Context: an optimization exercise on an open-source flow, tuned for small area, a short achievable clock period and few clock cycles. The choices shown serve that exercise and are no tape-out recipe. No run shown here included a check of the RTL's function; only the layout flow was run. No run shown here takes its clock network from TritonCTS; it comes from the design's own scripts or RTL. The clock port is modelled as an ideal driver, which makes a skipped or thinned clock tree look cheaper than it is; a real chip needs a root buffer or a tree. Power figures rest on the tool's default switching activity, not on a simulated workload.

`config.mk`:
```
export PLATFORM = sky130hd
export DESIGN_NAME = top_axi_lite
export DESIGN_NICKNAME = top_axi_lite
export VERILOG_FILES = /design/flow/design.v
export SDC_FILE = /design/flow/constraint.sdc
export NUM_CORES = 4
export LEC_CHECK = 0
export CAP_MARGIN = 20
export CORE_MARGIN = 2
export CORE_UTILIZATION = 55
export SETUP_SLACK_MARGIN = 1.85
export SLEW_MARGIN = 20
export SYNTH_HIERARCHICAL = 1
export SYNTH_MINIMUM_KEEP_SIZE = 0
```
`constraint.sdc`:
```
create_clock -name core_clock -period 3.5 [get_ports {clk}]
set_input_delay 0.7000 -clock core_clock [delete_from_list [all_inputs] [get_ports {clk}]]
set_output_delay 0.7000 -clock core_clock [all_outputs]
set_load 0.01 [all_outputs]
```
`design.v`:
```
module rf_ao22 (
    input  logic a1, a2, b1, b2,
    output logic y
);
    assign y = (a1 & a2) | (b1 & b2);
endmodule
module rf_and2 (
    input  logic a, b,
    output logic y
);
    assign y = a & b;
endmodule
module rf_nand2 (
    input  logic a, b,
    output logic y
);
    assign y = !(a & b);
endmodule
module rf_nor2 (
    input  logic a, b,
    output logic y
);
    assign y = !(a | b);
endmodule
module rf_nand4 (
    input  logic a, b, c, d,
    output logic y
);
    assign y = !(a & b & c & d);
endmodule
module top_axi_lite (
    input  logic        clk,
    input  logic        rstn,
    input  logic        start,
    input  logic        mode,        
    input  logic [31:0] addr,
    input  logic [31:0] wdata_in,
    output logic [31:0] rdata_out,
    output logic        done
);
    logic [31:0] mem [0:15];
    logic [31:0] mem_d [0:15];
    logic [31:0] rd;
    logic [3:0] lo, hi, whi;
    always_comb begin
        for (int j = 0; j < 4; j++) begin
            lo[j]  = (addr[3:2] == 2'(j));
            hi[j]  = (addr[5:4] == 2'(j));
            whi[j] = start && mode && (addr[5:4] == 2'(j));
        end
    end
    logic [15:0] we [0:3];
    logic [15:0] hold [0:3];
    logic [15:0] sel [0:1];
    for (genvar q = 0; q < 4; q++) begin : g_quarter
        for (genvar i = 0; i < 16; i++) begin : g_word
            rf_and2  u_we   (.a(whi[i/4]), .b(lo[i%4]), .y(we[q][i]));
            rf_nand2 u_hold (.a(whi[i/4]), .b(lo[i%4]), .y(hold[q][i]));
        end
    end
    for (genvar h = 0; h < 2; h++) begin : g_half
        for (genvar i = 0; i < 16; i++) begin : g_word
            rf_and2  u_sel  (.a(hi[i/4]),  .b(lo[i%4]), .y(sel[h][i]));
        end
    end
    for (genvar i = 0; i < 16; i++) begin : g_word
        for (genvar b = 0; b < 32; b++) begin : g_bit
            rf_ao22 u_next (
                .a1(we[b/8][i]), .a2(wdata_in[b]), .b1(hold[b/8][i]), .b2(mem[i][b]),
                .y(mem_d[i][b])
            );
        end
    end
    always_ff @(posedge clk) begin
        for (int i = 0; i < 16; i++) mem[i] <= mem_d[i];
    end
    logic [7:0] part [0:31];
    logic [3:0] quad [0:31];
    for (genvar b = 0; b < 32; b++) begin : g_rd
        for (genvar k = 0; k < 8; k++) begin : g_ao22
            rf_ao22 u_part (
                .a1(sel[b/16][2*k]),   .a2(mem[2*k][b]),
                .b1(sel[b/16][2*k+1]), .b2(mem[2*k+1][b]),
                .y(part[b][k])
            );
        end
        for (genvar k = 0; k < 4; k++) begin : g_nor2
            rf_nor2 u_quad (.a(part[b][2*k]), .b(part[b][2*k+1]), .y(quad[b][k]));
        end
        rf_nand4 u_rd (.a(quad[b][0]), .b(quad[b][1]), .c(quad[b][2]), .d(quad[b][3]), .y(rd[b]));
    end
    always_ff @(posedge clk) begin
        rdata_out <= rd;
    end
    always_ff @(posedge clk or negedge rstn) begin
        if (!rstn) done <= 1'b0;
        else       done <= start;
    end
endmodule
```
`flow/run.sh`:
```
#!/bin/bash
# The standard layout with two changes:
#  - ports are buffered with buf_1 cells instead of the cell buffer_ports picks;
#  - at the end of the CTS step, flow/clock_tree.tcl replaces the clock tree
#    with a two-level one (clock port -> 2 root buffers -> 36 clkbuf_8 leaf buffers ->
#    flip-flops) and repairs timing again.
# Full output in standard.log (ORFS's per-step logs are under orfs/logs).
set -euo pipefail
export CT_LEAFS=36 CT_ROOTS=2 CT_LEAF_BUF=sky130_fd_sc_hd__clkbuf_8
bash standard.sh "BUFFER_PORTS_ARGS=-buffer_cell sky130_fd_sc_hd__buf_1" \
  "POST_CTS_TCL=$PWD/flow/clock_tree.tcl" finish > standard.log 2>&1
```
`flow/clock_tree.tcl`:
```
# Runs at the end of ORFS's CTS step (POST_CTS_TCL). Replaces the clock tree
# that clock_tree_synthesis built with a two-level one: the clock port drives
# a few root buffers, each root drives the leaf buffers near it, one leaf
# buffer per cluster of flip-flops, and each leaf buffer drives the clock pins
# of its cluster. All flip-flops get
# the same number of buffers (two) on their clock path, and the tree is not
# skewed on purpose. Then timing is repaired again on the new tree.

set ct_buf   sky130_fd_sc_hd__clkbuf_16
set ct_leaf_buf [expr {[info exists ::env(CT_LEAF_BUF)] ? $::env(CT_LEAF_BUF) : $ct_buf}]
set ct_leafs [expr {[info exists ::env(CT_LEAFS)] ? $::env(CT_LEAFS) : 16}]

set block [ord::get_db_block]
set db    [ord::get_db]
set clk   [$block findNet clk]

# Flip-flop clock pins, as odb iterms.
set sinks {}
foreach pin [all_registers -clock_pins -edge_triggered] {
  lappend sinks [sta::sta_to_db_pin $pin]
}
puts "clock_tree: [llength $sinks] flip-flop clock pins"

# Remove what clock_tree_synthesis built: every instance in the clock tree
# between the clock port and the flip-flops, and the dummy loads.
set doomed {}
foreach inst [$block getInsts] {
  set name [$inst getName]
  if {[string match clkbuf_* $name] || [string match clkload* $name]} {
    lappend doomed $inst
  }
}
foreach inst $doomed { odb::dbInst_destroy $inst }
foreach net [$block getNets] {
  if {[string match clknet_* [$net getName]] && [llength [$net getITerms]] == 0} {
    odb::dbNet_destroy $net
  }
}
puts "clock_tree: removed [llength $doomed] instances of the old tree"

# Cluster the sinks by position, seeded at quantiles of y.
set pts {}
foreach it $sinks {
  set bb [[$it getInst] getBBox]
  lappend pts [list [expr {([$bb xMin] + [$bb xMax]) / 2.0}] [expr {([$bb yMin] + [$bb yMax]) / 2.0}]]
}
set n [llength $pts]
set order [lsort -real -index 1 $pts]
set cent {}
for {set k 0} {$k < $ct_leafs} {incr k} {
  lappend cent [lindex $order [expr {int(($k + 0.5) * $n / $ct_leafs)}]]
}
# Capacitated k-means: each pass assigns the sinks greedily by distance to
# the nearest centre that still has room (at most ct_cap sinks per leaf), then
# moves each centre to the mean of its sinks.
set ct_cap [expr {int(ceil(1.1 * $n / $ct_leafs))}]
for {set iter 0} {$iter < 30} {incr iter} {
  set pairs {}
  set i 0
  foreach p $pts {
    for {set k 0} {$k < $ct_leafs} {incr k} {
      set c [lindex $cent $k]
      lappend pairs [list [expr {abs([lindex $p 0] - [lindex $c 0]) + abs([lindex $p 1] - [lindex $c 1])}] $i $k]
    }
    incr i
  }
  set pairs [lsort -real -index 0 $pairs]
  set assign [lrepeat $n -1]
  set fill [lrepeat $ct_leafs 0]
  set left $n
  foreach pr $pairs {
    lassign $pr d i k
    if {[lindex $assign $i] >= 0 || [lindex $fill $k] >= $ct_cap} { continue }
    lset assign $i $k
    lset fill $k [expr {[lindex $fill $k] + 1}]
    if {[incr left -1] == 0} { break }
  }
  set newc {}
  for {set k 0} {$k < $ct_leafs} {incr k} {
    set sx 0.0; set sy 0.0; set c 0
    foreach p $pts a $assign {
      if {$a == $k} { set sx [expr {$sx + [lindex $p 0]}]; set sy [expr {$sy + [lindex $p 1]}]; incr c }
    }
    if {$c > 0} { lappend newc [list [expr {$sx / $c}] [expr {$sy / $c}]] } else { lappend newc [lindex $cent $k] }
  }
  set cent $newc
}

set master [$db findMaster $ct_buf]
proc ct_place {inst x y} {
  $inst setLocation [expr {int($x)}] [expr {int($y)}]
  $inst setPlacementStatus PLACED
}

# Root buffers: the leaf buffers are grouped by position into ct_roots
# groups (k-means again), with one root buffer at the middle of each group.
# The clock port drives the root buffers directly (ct_roots <= 4 pins).
set ct_roots [expr {[info exists ::env(CT_ROOTS)] ? $::env(CT_ROOTS) : 4}]
set rorder [lsort -real -index 0 $cent]
set rcent {}
for {set r 0} {$r < $ct_roots} {incr r} {
  lappend rcent [lindex $rorder [expr {int(($r + 0.5) * $ct_leafs / $ct_roots)}]]
}
for {set iter 0} {$iter < 50} {incr iter} {
  set rassign {}
  foreach p $cent {
    set best 0; set bd 1e30
    for {set r 0} {$r < $ct_roots} {incr r} {
      set c [lindex $rcent $r]
      set d [expr {abs([lindex $p 0] - [lindex $c 0]) + abs([lindex $p 1] - [lindex $c 1])}]
      if {$d < $bd} { set bd $d; set best $r }
    }
    lappend rassign $best
  }
  set newc {}
  for {set r 0} {$r < $ct_roots} {incr r} {
    set sx 0.0; set sy 0.0; set c 0
    foreach p $cent a $rassign {
      if {$a == $r} { set sx [expr {$sx + [lindex $p 0]}]; set sy [expr {$sy + [lindex $p 1]}]; incr c }
    }
    if {$c > 0} { lappend newc [list [expr {$sx / $c}] [expr {$sy / $c}]] } else { lappend newc [lindex $rcent $r] }
  }
  set rcent $newc
}
set rootnets {}
for {set r 0} {$r < $ct_roots} {incr r} {
  set root [odb::dbInst_create $block $master ct_root_$r]
  set c [lindex $rcent $r]
  ct_place $root [lindex $c 0] [lindex $c 1]
  set rootnet [odb::dbNet_create $block ct_root_net_$r]
  $rootnet setSigType CLOCK
  [$root findITerm A] connect $clk
  [$root findITerm X] connect $rootnet
  lappend rootnets $rootnet
}

for {set k 0} {$k < $ct_leafs} {incr k} {
  set leaf [odb::dbInst_create $block [$db findMaster $ct_leaf_buf] ct_leaf_$k]
  set c [lindex $cent $k]
  ct_place $leaf [lindex $c 0] [lindex $c 1]
  set net [odb::dbNet_create $block ct_leaf_net_$k]
  $net setSigType CLOCK
  [$leaf findITerm A] connect [lindex $rootnets [lindex $rassign $k]]
  [$leaf findITerm X] connect $net
  set cnt 0
  foreach it $sinks a $assign {
    if {$a == $k} {
      $it disconnect
      $it connect $net
      incr cnt
    }
  }
  puts "clock_tree: leaf $k at [lindex $c 0] [lindex $c 1] drives $cnt flip-flops"
}
$clk setSigType CLOCK

# Optional: give the address decode's gates (found by the names of the nets
# they drive, from the RTL's gate modules) a strong drive before repair, as
# each drives many loads. CT_SIZE holds pairs of net-name pattern and cell.
if {[info exists ::env(CT_SIZE)]} {
  foreach {pattern cell} $::env(CT_SIZE) {
    set m [$db findMaster $cell]
    set c 0
    foreach net [$block getNets] {
      if {![string match $pattern [$net getName]]} { continue }
      foreach it [$net getITerms] {
        if {[$it isOutputSignal]} { [$it getInst] swapMaster $m; incr c }
      }
    }
    puts "clock_tree: $c drivers of $pattern made $cell"
  }
}

detailed_placement
set_propagated_clock [all_clocks]
estimate_parasitics -placement
report_clock_skew
report_clock_latency
repair_timing_helper
detailed_placement
check_placement -verbose
estimate_parasitics -placement
report_worst_slack
report_clock_skew
```
`standard.sh`:
```
#!/bin/bash
# synth_recipe.tcl (not shown) runs the flow's synth.tcl, then flattens the netlist and writes it again
# the make line also repeats each setting of config.mk as NAME=value (left out here)
make -C /OpenROAD-flow-scripts/flow DESIGN_CONFIG=/design/flow/config.mk WORK_HOME=/design/flow/orfs CLKGATE_MAP_FILE= SYNTH_SCRIPT=/design/flow/synth_recipe.tcl "${@:-finish}"
```
==> out/results.ini, run 1 <==
[cells_and_area]
fillerInstances = 2852
num_antenna_cells = 0
drive_gt1_frac = 0.147
area_growth_syn_to_layout_pct = 13.5
nNetsFinal = 1942
design_area_um2 = 21800

[routing]
detail_route.iter0.violations = 1233
wl_per_cell_um = 26.6
ant_nets = 0
route.detailed.drc = 0
vias_per_cell = 6.81
vias = 15500
dr.pass1.iters = 5
drt_wl_total_um = 60500

[pwr]
peakVddDrop_uv = 426
p_sw_frac = 0.258
p_switching_mw = 3.30
cellPowerDensity_nw_per_um2 = 585
clkPwrFrac = 0.225
power.leakage_nw = 9.31
p_int_mw = 9.48
seq_power_share = 0.633
p_comb_frac = 0.142

[yosys]
syn_inst = 1645
synth_seq_cells = 545
synthDistinctLibCells = 12
syn_area_per_cell_um2 = 11.7
seq_area_frac_synth = 0.567
synthesis.area_um2 = 19300
yosysWarnings = 15
syn-num-nets = 1713

[placed_design]
dpl.hpwl_um = 34300
io_buffers = 72
place_area_um2 = 20300
gp_congestion = 0.803

[min_path]
hold_path_class = reg2reg

[grt]
grt_pass1_vias = 14700
met2_usage = 0.474
busiest_layer = met1
grt-ovfl-total = 0
grt_antenna_before_repair = 0
grt_pass1_wl_um = 89700
grt_use_met1 = 0.476
met3_usage = 0.0624
grt_max_degree = 21
grtUsageTotal = 0.318

[floorplanning]
fp.dieW_um = 191
start_util = 0.557
rows = 68
core_area_um2 = 34500
dieArea_um2 = 36500
io_pins = 101
die_y_um = 191

[worst_setup_path]
critPathKind = in2reg
crit_fanout = 8
arrival_ps = 2020
start_kind = primary input
cp.required_ps = 3780
r2r_setup_slack_ps = 2440
critPathCaptureType = register

[sta]
post-route-period-util = 0.495
fmax_mhz = 577
setup_viol = 0
hold_ws_ps = 470
slew_headroom = 0.285
drv_slew = 0
skew_ps = 49.3
worstMarginPinSlew_ps = 1070
rsz0062_at_grt = yes
hold_viol = 0
tns_ps = 0
period_needed_ps = 1730

[status]
outcome = no timing/DRC/antenna violations

[clocking]
clk_latency_ps = 470
clock_sinks = 545
clkSlewWorstSetupHoldPaths_ps = 100

[run]
max_cap_viol_count = 0

[cells by family after synthesis]
| kind of cell | synth area share |
|---|---|
| AO/OA/AOI/OAI | 0.349 |
| flip-flops | 0.567 |
| AND/OR/NAND/NOR | 0.0836 |
[cells in the mapped netlist (all sizes together)]
cell | number | area (µm²)
dfrtp | 1 | 25.0
nor2 | 130 | 488
nor2b | 3 | 18.8
nand4 | 32 | 200
nand2 | 64 | 240
and2 | 98 | 613
a22o | 768 | 6730
and4bb | 1 | 12.5
and2b | 1 | 7.51
and4b | 2 | 20.0
and4 | 1 | 8.76
dfxtp | 544 | 10900
[Yosys stat by module, one instance, submodules excluded]
module        area (µm²)  flip-flops and latches  cells inside  times used
top_axi_lite       11000                     545           557           1
rf_ao22             8.76                       0             1         768
rf_and2             6.26                       0             1          96
rf_nand4            6.26                       0             1          32
rf_nand2            3.75                       0             1          64
rf_nor2             3.75                       0             1         128
[registers in the layout, indices dropped and copies added (netlist names)]
name,count
rdata_out,32
mem,512
done,1
[through the flow]
stage | total power [mW] | utilization | std cells | worst slack, ps
finish | 12.8 | 0.632 | 2278 | 1770
global placement | 9.72 | 0.588 | 2181 | 859
global route | 13.3 | 0.632 | 2278 | 1780
floorplan | 9.21 | - | 1645 | 1750
detailed placement | 9.82 | 0.588 | 2181 | 810
[path summary, 6_finish.rpt]
check | from | endpoint | depth (start not counted)
max | addr[3] | rdata_out[15]$_DFF_P_ | 8
min | mem[6][7]$_DFF_P_ | mem[6][7]$_DFF_P_ | 1
max reg2reg | mem[6][27]$_DFF_P_ | rdata_out[27]$_DFF_P_ | 3
min reg2reg | mem[6][7]$_DFF_P_ | mem[6][7]$_DFF_P_ | 1
max in group asynchronous | rstn | done$_DFF_PN0_ | 2
min in group asynchronous | rstn | done$_DFF_PN0_ | 2
[cell type report]
cell class	count	area [µm²]	share of cell area
plain buffers	38	546	0.0250
multi-input cells	1124	8930	0.409
flip-flops and latches	545	10900	0.500
well taps	455	569	0.0261
repair buffers	116	873	0.0400
[critical path: stages]
cell and delay, ps:
buf_12 120, nor2b_4 130, buf_12 140, buf_8 140, and2_4 220, a22o_1 260
nor2_2 160, nand4_1 150
[layer usage]
layer  share of wire  routed length [µm]  up-vias
met4           0.023                1370        0
met2            0.43               25900      774
li1                -                   -     6997
met3           0.096                5790       89
met1            0.45               27400     7662
met5               0                   0        -
[layout by cell type, fill, tap and decap left out]
cell and instances:
a22o_1 766, a22o_4 2, and2_1 49, and2_2 17, and2_4 49, and2b_4 2, and4_4 2, and4b_4 4
and4bb_4 2, buf_1 33, buf_12 14, buf_2 33, buf_4 27, buf_6 5, buf_8 2, clkbuf_16 2
clkbuf_2 1, clkbuf_8 36, dfrtp_1 1, dfxtp_1 542, dfxtp_2 2, dlygate4sd3_1 1, nand2_1 58, nand2_2 5
nand2_4 1, nand4_1 32, nor2_1 73, nor2_2 49, nor2_4 9, nor2b_4 4
[power groups by stage]
| stage | combinational (mW) | sequential, mW | clock (mW) |
|---|---|---|---|
| 2_1_floorplan | 1.13 | 8.08 | 0 |
| 3_3_place_gp | 1.57 | 8.15 | 0 |
| 3_5_place_dp | 1.63 | 8.19 | 0 |
| 5_1_grt | 1.94 | 8.22 | 3.14 |
| 6_report | 1.81 | 8.09 | 2.87 |
==> run 2: changes to the inputs <==
--- a/config.mk
+++ b/config.mk
@@ -10,3 +10,3 @@
 export CORE_UTILIZATION = 55
-export SETUP_SLACK_MARGIN = 1.85
+export SETUP_SLACK_MARGIN = 1.9
 export SLEW_MARGIN = 20
==> run 2 against run 1 <==
Effect of this change:
- total power grew 0.76%
- maximum frequency grew 5.3%
- register-to-register slack is essentially flat
- synthesized cell count is the same
- clock power about the same
- sequential share of layout area down 1.1 points
- sequential power hardly changed
- worst setup slack improved by 88 ps
- highest routed layer unchanged
- critical path depth is 1 lower
- hold slack gained 5.7 ps
- first-iteration DRC count fell by 7.1%
- critical path type unchanged
==> out/results.ini, run 2 <==
[status]
outcome = no timing/DRC/antenna violations  ; unchanged

[cells_and_area]
area_growth_syn_to_layout_pct = 16.0  ; was 13.5%
nNetsFinal = 1945  ; was 1942
drive_gt1_frac = 0.176  ; was 0.147
layout_commonest_cell = a22o_1  ; unchanged
top_regs = mem (512), rdata_out (32), done (1)  ; unchanged
final_util = 0.647  ; was 0.632
num_antenna_cells = 0  ; unchanged
largest-register = mem  ; unchanged
largest_reg_flops = 512  ; unchanged
final_cell_mix = a22o_1, dfxtp_1, nor2_1  ; unchanged

[grt]
grt_antenna_before_repair = 2  ; was 0
grtUsageTotal = 0.313  ; was 0.318
grt-ovfl-total = 0  ; unchanged
grt_pass1_vias = 14600  ; was 14.7k
grt_max_degree = 19  ; was 21
grt_pass1_wl_um = 87900  ; was 89700 µm

[run]
max_cap_viol_count = 0  ; unchanged

[floorplanning]
io_pins = 101  ; unchanged
start_util = 0.557  ; unchanged
fp.dieW_um = 191  ; unchanged
rows = 68  ; unchanged
core_area_um2 = 34500  ; unchanged
dieArea_um2 = 36500  ; unchanged
die_y_um = 191  ; unchanged

[pwr]
cellPowerDensity_nw_per_um2 = 576  ; was 585 nW/µm²
p_sw_frac = 0.259  ; was 0.258
p_comb_frac = 0.147  ; was 0.142
p_switching_mw = 3.33  ; was 3.30 mW
peakVddDrop_uv = 368  ; was 426 µV
clkPwrFrac = 0.223  ; was 0.225
p_int_mw = 9.54  ; was 9.48 mW
power.leakage_nw = 9.61  ; was 9.31 nW
seq_power_share = 0.630  ; was 0.633

[worst_setup_path]
start_kind = primary input  ; unchanged
cp.required_ps = 3870  ; was 3780 ps
critPathKind = in2reg  ; unchanged
critPathCaptureType = register  ; unchanged
crit_fanout = 11  ; was 8
arrival_ps = 2010  ; was 2020 ps

[routing]
detail_route.iter0.violations = 1146  ; was 1233
drt_wl_total_um = 61000  ; was 60500 µm
route.detailed.drc = 0  ; unchanged
dr.pass1.iters = 6  ; was 5
ant_nets = 0  ; unchanged
vias_per_cell = 6.81  ; about the same
vias = 15500  ; about the same
wl_per_cell_um = 26.8  ; was 26.6 µm

[yosys]
synth_top_area_share = 0.566  ; unchanged
yosys_most_used_dff = dfxtp_1  ; unchanged
synth_enable_flop_cells = 0  ; unchanged
synth-async-reset-ratio = 0.00183  ; unchanged
yosysWarnings = 15  ; unchanged
syn_area_per_cell_um2 = 11.7  ; unchanged
synthDistinctLibCells = 12  ; unchanged
yosysTopAreaCell = dfxtp_1  ; unchanged
synth_seq_cells = 545  ; unchanged
synthesis.area_um2 = 19300  ; unchanged
syn-num-nets = 1713  ; unchanged
seq_area_frac_synth = 0.567  ; unchanged
yosys-top-cells-count = a22o_1, dfxtp_1, nor2_1  ; unchanged
ys_top_cells_by_area = dfxtp_1, a22o_1, and2_1, nor2_1, nand2_1  ; unchanged
synth.most_common_cell = a22o_1  ; unchanged
syn_inst = 1645  ; unchanged

[sta]
hold_ws_ps = 476  ; was 470 ps
setup_viol = 0  ; unchanged
skew_ps = 28.4  ; was 49.3 ps
tns_ps = 0  ; unchanged
slew_headroom = 0.258  ; was 0.285
rsz0062_at_grt = yes  ; unchanged
worstMarginPinSlew_ps = 1110  ; was 1070 ps
post-route-period-util = 0.470  ; was 0.495
period_needed_ps = 1650  ; was 1730 ps
fmax_mhz = 608  ; was 577 MHz
hold_viol = 0  ; unchanged
drv_slew = 0  ; unchanged

[clocking]
clock_sinks = 545  ; unchanged
clk_latency_ps = 450  ; was 470 ps
clkSlewWorstSetupHoldPaths_ps = 90  ; was 100 ps

[placed_design]
io_buffers = 72  ; unchanged
gp_congestion = 0.843  ; was 0.803
dpl.hpwl_um = 34600  ; was 34300 µm

[min_path]
hold_path_class = reg2reg  ; unchanged

run 2: per-module statistics from Yosys (local to each module, per instance):
module	times used	area, µm²	flip-flops and latches
rf_and2	96	6.26	0
rf_nand2	64	3.75	0
top_axi_lite	1	11000	545
rf_ao22	768	8.76	0
rf_nand4	32	6.26	0
rf_nor2	128	3.75	0
run 2: per-layer routing:
metal  share of wire  vias up  track usage
li1                -     7005            -
met2            0.47      686        0.493
met1            0.43     7738        0.433
met3           0.078      112       0.0564
met4           0.026        0        0.111
met5               0        -            0
run 2: worst paths after layout:
| kind | start | to | slack (ps) | cells past startpoint |
|---|---|---|---|---|
| max | addr[3] | rdata_out[23]$_DFF_P_ | 1850 | 7 |
| min | mem[9][11]$_DFF_P_ | mem[9][11]$_DFF_P_ | 480 | 1 |
| max reg2reg | mem[2][14]$_DFF_P_ | rdata_out[14]$_DFF_P_ | 2440 | 3 |
| min reg2reg | mem[9][11]$_DFF_P_ | mem[9][11]$_DFF_P_ | 480 | 1 |
| max in group asynchronous | rstn | done$_DFF_PN0_ | 2860 | 2 |
| min in group asynchronous | rstn | done$_DFF_PN0_ | 540 | 2 |
run 2: worst max-delay path, stage by stage:
cell	delay, ps
buf_12	90
nor2b_4	370
buf_8	210
and2_4	250
a22o_1	210
nor2_1	70
nand4_1	100
run 2: per-stage QoR:
step           setup slack, ps  std cells  power [mW]  area [µm²]
6_report                  1850       2281        12.9       22300
5_1_grt                   1830       2281        13.4       22300
3_5_place_dp               912       2180        9.82       20400
3_3_place_gp               953       2180        9.74       20400
2_1_floorplan             1750       1645        9.22       19500
run 2: kinds of logic after synthesis:
group / Yosys count / share of synthesized area
AOI/OAI and AO/OA: 768 / 0.349
DFF: 545 / 0.567
and+or+nand+nor: 332 / 0.0836
run 2: layout make-up:
type	instances	area (µm²)
repair buffers	120	1180
well taps	455	569
plain buffers	38	546
multi-input cells	1123	9110
flip-flops and latches	545	10900
fillers	2790	12200
run 2: power by group through the flow:
stage	clock network (mW)	logic, mW	registers [mW]
3_5_place_dp	0	1.64	8.18
6_report	2.87	1.89	8.11
2_1_floorplan	0	1.14	8.08
3_3_place_gp	0	1.59	8.15
5_1_grt	3.12	2.02	8.23

==> what the ideal ports hide <==
The results above use ideal ports. As a check the final layouts listed here were re-extracted and re-timed, cells and wires unchanged. Step 1 (the two cells are an assumption about what drives the block):
set clk [get_ports {clk}]
set_driving_cell -lib_cell sky130_fd_sc_hd__clkbuf_16 $clk
set_driving_cell -lib_cell sky130_fd_sc_hd__buf_2 [delete_from_list [all_inputs] $clk]
Step 2 also shifts input and output timing later by t, the mid clock arrival at the registers, as if the neighbouring blocks saw the same clock. Three values: no drivers, after step 1, after step 2; two values: the first two.
| run | t, ns | setup slack, ns | worst setup path after step 2 | latest minus earliest clock arrival (ns) |
|---|---|---|---|---|
| run 1 | 0.509 | 1.766 / 1.788 / 1.279 | input to register | 0.061 / 0.062 |
| run 2 | 0.512 | 1.854 / 1.809 / 1.305 | input to register | 0.045 / 0.045 |
After both steps every run listed still meets setup and hold. For run 2, which loses most, drivers alone change the setup slack by -0.045 ns; drivers and shift together by -0.549 ns.
